Background: an optimization exercise with open tools, aiming at small area. Do not read the settings as production practice. In this exercise RTL edits were held to simulation tests only and were not proved equivalent to the original. Power and IR drop assume default switching activity.

// ethernetController
module ethernetController #(
	parameter INMEM_USER_BYTE_WIDTH = 1,
	parameter OUTMEM_USER_BYTE_WIDTH = 1,
	parameter INMEM_USER_ADDRESS_WIDTH = 6,
	parameter OUTMEM_USER_ADDRESS_WIDTH = 6,
	parameter INMEM_USER_REGISTER = 1,
	parameter MAC_ADDRESS = 48'hAAAAAAAAAAAA
)(
	input	wire clk,
	input	wire reset,
	input	wire	[7:0]	rx_ll_data_in,
	input	wire			rx_ll_sof_in,
	input	wire			rx_ll_eof_in,
	input	wire			rx_ll_src_rdy_in,
	output	reg				rx_ll_dst_rdy_out,
	output	wire	[7:0]	tx_ll_data_out,
	output	reg				tx_ll_sof_out,
	output	reg				tx_ll_eof_out,
	output	reg				tx_ll_src_rdy_out,
	input	wire			tx_ll_dst_rdy_in,
	output	reg		[6:0]	sysACE_MPADD,
	input	wire	[15:0]	sysACE_MPDATA_in,
	output	wire	[15:0]	sysACE_MPDATA_out,
	output	wire			sysACE_MPDATA_t,
	output	wire			sysACE_MPCE,
	output	reg				sysACE_MPWE,
	output	reg				sysACE_MPOE,
	output	reg				userLogicReset,
	output	wire			userRunValue,
	input	wire			userRunClear,
	input	wire			register32CmdReq,
	output	wire			register32CmdAck,
	input	wire	[31:0]	register32WriteData,
	input	wire	[7:0]	register32Address,
	input	wire			register32WriteEn,
	output	reg				register32ReadDataValid,
	output	wire	[31:0]	register32ReadData,
	input	wire			inputMemoryReadReq,
	output	wire			inputMemoryReadAck,
	input	wire	[(INMEM_USER_ADDRESS_WIDTH - 1):0]		inputMemoryReadAdd,
	output	wire			inputMemoryReadDataValid,
	output	wire	[((INMEM_USER_BYTE_WIDTH * 8) - 1):0]	inputMemoryReadData,
	input	wire			outputMemoryWriteReq,
	output	wire			outputMemoryWriteAck,
  ...
Settings: LEC_CHECK=0, CAP_MARGIN=20, CELL_PAD_IN_SITES_DETAIL_PLACEMENT=1, CELL_PAD_IN_SITES_GLOBAL_PLACEMENT=2, CORE_MARGIN=2, CORE_UTILIZATION=40, CTS_BUF_LIST=sky130_fd_sc_hd__clkbuf_8, CTS_CLUSTER_DIAMETER=80, CTS_CLUSTER_SIZE=12, SLEW_MARGIN=20, SYNTH_HIERARCHICAL=1; clock period 8.0 ns.
standard.sh (not shown) runs the stock make flow with config.mk's settings and CLKGATE_MAP_FILE= SYNTH_SCRIPT=/design/flow/synth_recipe.tcl, a recipe that flattens the netlist after the stock synthesis.
==> flow/flow/run.sh <==
#!/bin/bash
# Layout flow: the standard flow (standard synthesis unchanged), with
#  - the port buffers made of sky130_fd_sc_hd__buf_1 instead of clkdlybuf4s50_1,
#  - a clock tree of clkbuf_8 leaf clusters of up to 12 sinks within 80 um, without dummy loads.
# All tool output goes to logs in this folder (standard.log and ORFS's own logs).
export BUFFER_PORTS_ARGS="-buffer_cell sky130_fd_sc_hd__buf_1"
export CTS_ARGS="-sink_clustering_enable -repair_clock_nets -sink_clustering_size 12 -sink_clustering_max_diameter 80 -buf_list sky130_fd_sc_hd__clkbuf_8 -dont_use_dummy_load"
bash standard.sh > standard.log 2>&1
Next try:
==> flow/flow/run.sh (replaced) <==
#!/bin/bash
# Layout flow: the standard flow (standard synthesis unchanged), with
#  - the port buffers made of sky130_fd_sc_hd__buf_1 instead of clkdlybuf4s50_1,
#  - a clock tree of clkbuf_8 leaf clusters of up to 16 sinks within 70 um, without dummy loads.
# All tool output goes to logs in this folder (standard.log and ORFS's own logs).
export BUFFER_PORTS_ARGS="-buffer_cell sky130_fd_sc_hd__buf_1"
export CTS_ARGS="-sink_clustering_enable -repair_clock_nets -sink_clustering_size 16 -sink_clustering_max_diameter 70 -buf_list sky130_fd_sc_hd__clkbuf_8 -dont_use_dummy_load"
bash standard.sh > standard.log 2>&1
Settings changed: CTS_CLUSTER_DIAMETER 80 to 70, CTS_CLUSTER_SIZE 12 to 16.
Setup slack gets worse by 0.041 ns; power came out lower slightly; sequential share of layout area goes up by 0.18 points; core utilization decreases by 0.17 points.

## separate check: timing with driven ports
No port has a modelled driver above. Below, the same layouts with a new extraction and two added sets of constraints. Step 1 sets driving cells, clkbuf_16 on the clock port and buf_2 on the other inputs (assumed; they add their load-dependent delay and slew). Step 2 moves the port delays by t, midway between the first and last clock arrival at a register: inputs arrive t later, outputs are due t later. That takes back most of the time a late clock gives input paths. Three values: ideal ports, drivers, drivers and shift; two values: the first two.
run | t (ns) | setup slack, ns | worst setup path after step 2 | slew at the worst register clock pin (ns) | worst data-port slew with drivers (ns)
the first run | 1.071 | 1.639 / 1.549 / 2.109 | input to register | 0.10 / 0.10 | 0.30
the second run | 1.040 | 1.599 / 1.496 / 2.176 | input to register | 0.11 / 0.11 | 0.34
After both steps setup and hold are still met in every run listed.
